Source: an optimization exercise on an open RTL-to-GDS flow (aim: small area). Production flows keep margins and buffers that such runs may drop. In this exercise RTL edits were held to simulation tests only and were not proved equivalent to the original. Power figures rest on the tool's default switching activity, not on a simulated workload.

==> inputs of onyx <==
==> flow/design.v (excerpt) <==
module fan_top (
    input clk,
    input rst_n,
    input i_valid,
    input [127:0] i_vn,
    input [1023:0] i_data,
    output o_valid,
    output [31:0] o_valid_bus,
    output [1023:0] o_data
);
    wire [30:0] w_eq;
    assign w_eq[0] = (i_vn[0 +: 4] == i_vn[4 +: 4]);
    assign w_eq[1] = (i_vn[4 +: 4] == i_vn[8 +: 4]);
    assign w_eq[2] = (i_vn[8 +: 4] == i_vn[12 +: 4]);
    assign w_eq[3] = (i_vn[12 +: 4] == i_vn[16 +: 4]);
    assign w_eq[4] = (i_vn[16 +: 4] == i_vn[20 +: 4]);
    assign w_eq[5] = (i_vn[20 +: 4] == i_vn[24 +: 4]);
    assign w_eq[6] = (i_vn[24 +: 4] == i_vn[28 +: 4]);
    assign w_eq[7] = (i_vn[28 +: 4] == i_vn[32 +: 4]);
    assign w_eq[8] = (i_vn[32 +: 4] == i_vn[36 +: 4]);
    assign w_eq[9] = (i_vn[36 +: 4] == i_vn[40 +: 4]);
    assign w_eq[10] = (i_vn[40 +: 4] == i_vn[44 +: 4]);
    assign w_eq[11] = (i_vn[44 +: 4] == i_vn[48 +: 4]);
    assign w_eq[12] = (i_vn[48 +: 4] == i_vn[52 +: 4]);
    assign w_eq[13] = (i_vn[52 +: 4] == i_vn[56 +: 4]);
    assign w_eq[14] = (i_vn[56 +: 4] == i_vn[60 +: 4]);
    assign w_eq[15] = (i_vn[60 +: 4] == i_vn[64 +: 4]);
    assign w_eq[16] = (i_vn[64 +: 4] == i_vn[68 +: 4]);
    assign w_eq[17] = (i_vn[68 +: 4] == i_vn[72 +: 4]);
    assign w_eq[18] = (i_vn[72 +: 4] == i_vn[76 +: 4]);
    assign w_eq[19] = (i_vn[76 +: 4] == i_vn[80 +: 4]);
    assign w_eq[20] = (i_vn[80 +: 4] == i_vn[84 +: 4]);
    assign w_eq[21] = (i_vn[84 +: 4] == i_vn[88 +: 4]);
    assign w_eq[22] = (i_vn[88 +: 4] == i_vn[92 +: 4]);
    assign w_eq[23] = (i_vn[92 +: 4] == i_vn[96 +: 4]);
    assign w_eq[24] = (i_vn[96 +: 4] == i_vn[100 +: 4]);
    assign w_eq[25] = (i_vn[100 +: 4] == i_vn[104 +: 4]);
  ...
export LEC_CHECK = 0
export CAP_MARGIN = 20
export CORE_MARGIN = 2
export CORE_UTILIZATION = 45
export PLACE_DENSITY = 0.6
export SLEW_MARGIN = 20
export SYNTH_HIERARCHICAL = 1
create_clock -name core_clock -period 7.0 [get_ports {clk}]
standard.sh (not shown) runs the stock make flow with config.mk's settings and CLKGATE_MAP_FILE= SYNTH_SCRIPT=/design/flow/synth_recipe.tcl, a recipe that flattens the netlist after the stock synthesis.
==> flow/flow/run.sh <==
#!/bin/bash
# The standard layout (standard.sh: standard synthesis, floorplan, power grid,
# placement, CTS, routing), with two settings changed:
#  - each port gets a buf_1 as its port buffer (BUFFER_PORTS_ARGS);
#  - clock tree: clkbuf_8 buffers, sinks clustered up to 16 within 60 um,
#    no dummy loads (CTS_ARGS).
# The make output goes to standard.log; each step's own log is in orfs/logs.
set -euo pipefail
bash standard.sh \
  "BUFFER_PORTS_ARGS=-buffer_cell sky130_fd_sc_hd__buf_1" \
  "CTS_ARGS=-sink_clustering_enable -repair_clock_nets -dont_use_dummy_load -sink_clustering_size 16 -sink_clustering_max_diameter 60 -buf_list sky130_fd_sc_hd__clkbuf_8" \
  finish > standard.log 2>&1
==> inputs of harbor, as changes to onyx <==
==> flow/flow/run.sh (replaced) <==
#!/bin/bash
# The standard layout (standard.sh: standard synthesis, floorplan, power grid,
# placement, CTS, routing), with two settings changed:
#  - each port gets a buf_1 as its port buffer (BUFFER_PORTS_ARGS);
#  - clock tree: clkbuf_16 buffers, sinks clustered up to 30 within 60 um,
#    no dummy loads (CTS_ARGS).
# The make output goes to standard.log; each step's own log is in orfs/logs.
set -euo pipefail
bash standard.sh \
  "BUFFER_PORTS_ARGS=-buffer_cell sky130_fd_sc_hd__buf_1" \
  "CTS_ARGS=-sink_clustering_enable -repair_clock_nets -dont_use_dummy_load -sink_clustering_size 30 -sink_clustering_max_diameter 60 -buf_list sky130_fd_sc_hd__clkbuf_16" \
  finish > standard.log 2>&1
==> notes <==
Against onyx, the clock skew of harbor is lower by 16 ps.
Against onyx, the via count of harbor is lower by about 0.4%.
Against onyx, the setup slack of harbor is better by 130 ps.
Of harbor and onyx, harbor has the higher hold slack (gap 41 ps).
In die area, onyx and harbor do not differ.
In area after synthesis, onyx and harbor do not differ.
Routed wire length is about the same in harbor and onyx.
In onyx the sequential share of layout area is higher than in harbor, by 1.2 points.
Of onyx and harbor, harbor has the higher maximum frequency (gap 1.9%, measured against harbor).

---

==> run E <==
fan_top, a different RTL version from the one above (not shown whole).
Design fan_top, start of the top module:
module fan_top (
    input clk,
    input rst_n,
    input i_valid,
    input [127:0] i_vn,
    input [1023:0] i_data,
    output o_valid,
    output [31:0] o_valid_bus,
    output [1023:0] o_data
);
    wire [30:0] w_eq;
    assign w_eq[0] = (i_vn[0 +: 4] == i_vn[4 +: 4]);
    assign w_eq[1] = (i_vn[4 +: 4] == i_vn[8 +: 4]);
    assign w_eq[2] = (i_vn[8 +: 4] == i_vn[12 +: 4]);
    assign w_eq[3] = (i_vn[12 +: 4] == i_vn[16 +: 4]);
    assign w_eq[4] = (i_vn[16 +: 4] == i_vn[20 +: 4]);
    assign w_eq[5] = (i_vn[20 +: 4] == i_vn[24 +: 4]);
    assign w_eq[6] = (i_vn[24 +: 4] == i_vn[28 +: 4]);
    assign w_eq[7] = (i_vn[28 +: 4] == i_vn[32 +: 4]);
    assign w_eq[8] = (i_vn[32 +: 4] == i_vn[36 +: 4]);
    assign w_eq[9] = (i_vn[36 +: 4] == i_vn[40 +: 4]);
    assign w_eq[10] = (i_vn[40 +: 4] == i_vn[44 +: 4]);
    assign w_eq[11] = (i_vn[44 +: 4] == i_vn[48 +: 4]);
    assign w_eq[12] = (i_vn[48 +: 4] == i_vn[52 +: 4]);
    assign w_eq[13] = (i_vn[52 +: 4] == i_vn[56 +: 4]);
    assign w_eq[14] = (i_vn[56 +: 4] == i_vn[60 +: 4]);
    assign w_eq[15] = (i_vn[60 +: 4] == i_vn[64 +: 4]);
  ...
Settings: LEC_CHECK=0, CAP_MARGIN=20, CORE_MARGIN=2, CORE_UTILIZATION=45, PLACE_DENSITY=0.6, SLEW_MARGIN=20, SYNTH_HIERARCHICAL=1; clock period 7.0 ns.
==> flow/flow/run.sh <==
#!/bin/bash
# The standard layout (standard.sh: standard synthesis, floorplan, power grid,
# placement, CTS, routing), with two settings changed:
#  - each port gets a buf_1 as its port buffer (BUFFER_PORTS_ARGS);
#  - clock tree: clkbuf_8 buffers, sinks clustered up to 16 within 60 um,
#    no dummy loads (CTS_ARGS).
# The make output goes to standard.log; each step's own log is in orfs/logs.
set -euo pipefail
bash standard.sh \
  "BUFFER_PORTS_ARGS=-buffer_cell sky130_fd_sc_hd__buf_1" \
  "CTS_ARGS=-sink_clustering_enable -repair_clock_nets -dont_use_dummy_load -sink_clustering_size 16 -sink_clustering_max_diameter 60 -buf_list sky130_fd_sc_hd__clkbuf_8" \
  finish > standard.log 2>&1
==> run F: changes against run E <==
==> flow/flow/run.sh (replaced) <==
#!/bin/bash
# The standard layout (standard.sh: standard synthesis, floorplan, power grid,
# placement, CTS, routing), with two settings changed:
#  - each port gets a buf_1 as its port buffer (BUFFER_PORTS_ARGS);
#  - clock tree: clkbuf_8 buffers, sinks clustered up to 16 within 70 um,
#    no dummy loads (CTS_ARGS).
# The make output goes to standard.log; each step's own log is in orfs/logs.
set -euo pipefail
bash standard.sh \
  "BUFFER_PORTS_ARGS=-buffer_cell sky130_fd_sc_hd__buf_1" \
  "CTS_ARGS=-sink_clustering_enable -repair_clock_nets -dont_use_dummy_load -sink_clustering_size 16 -sink_clustering_max_diameter 70 -buf_list sky130_fd_sc_hd__clkbuf_8" \
  finish > standard.log 2>&1
==> comparison table <==
|  | run E | run F |
|---|---|---|
| Number of antenna violations at the first check in global routing | 291 | 285 |
| Int Power | 48200 uW | 47900 uW |
| Detailed-routing iteration count for the pre-antenna-repair pass | 10 | 11 |
| Leakage power | 0.0780 uW | 0.0778 uW |
| Final nets | 14.8k | 14.8k |
| Count of fill cells added during filler insertion | 31.6k | 31.6k |
| Fin crit share | 0.881 | 0.879 |
| Reg-to-reg setup timing slack | 0.83 ns | 0.84 ns |
| Fin Clk Skew | 0.146 ns | 0.126 ns |
| Sequential share of cell area | 0.690 | 0.692 |
| Finished Layout Cells | 17.8k | 17.7k |
| Fraction of met3 tracks used by global routing | 0.0551 | 0.0528 |
| Via Count | 87.0k | 86.5k |
| Clock latency (worst-skew pair) | 1.14 ns | 1.12 ns |
| Multi-input gate share of total cell area | 0.187 | 0.187 |
| Net Sw Frac | 0.258 | 0.258 |
| Clock buffer count in the final layout | 477 | 451 |
| Run status | no timing/DRC/antenna violations | no timing/DRC/antenna violations |
| Met1 GRT Util | 0.418 | 0.420 |
| Sum of routed wire length over all layers | 600000 um | 600000 um |
| Post-Route M1 WL | 254000 um | 253000 um |
| Tot Pwr | 64900 uW | 64500 uW |
| Max frequency | 0.162 GHz | 0.162 GHz |
| Antenna fix cells | 137 | 109 |
| Final-layout clock-cell area share | 0.0350 | 0.0331 |
| Sequential share of power | 0.675 | 0.679 |

-- static timing again, ports no longer ideal --
No port has a modelled driver above. Below, the same layouts with a new extraction and two added sets of constraints. Step 1 sets driving cells, clkbuf_16 on the clock port and buf_2 on the other inputs (assumed; they add their load-dependent delay and slew). Step 2 adds t to the input delays and takes it off the output delays; t is the mean of the earliest and latest rising clock arrival at the registers after step 1. Input paths then give back, and output paths get back, about the clock's delay inside the block. Three values: ideal ports, drivers, drivers and shift; two values: the first two.
run	t (ns)	setup WS [ns]	hold WS [ns]	latest minus earliest clock arrival (ns)	worst register clock-pin slew, ns
onyx	1.219	0.491 / 0.491 / 0.491	0.196 / 0.103 / 0.231	0.179 / 0.179	0.11 / 0.11
harbor	1.052	0.616 / 0.616 / 0.616	0.238 / 0.238 / 0.238	0.150 / 0.150	0.11 / 0.11
run E	1.196	0.834 / 0.834 / 0.834	0.215 / 0.227 / 0.227	0.169 / 0.169	0.11 / 0.11
run F	1.167	0.844 / 0.844 / 0.844	0.242 / 0.248 / 0.248	0.169 / 0.169	0.12 / 0.12
After both steps setup and hold are still met in every run listed.
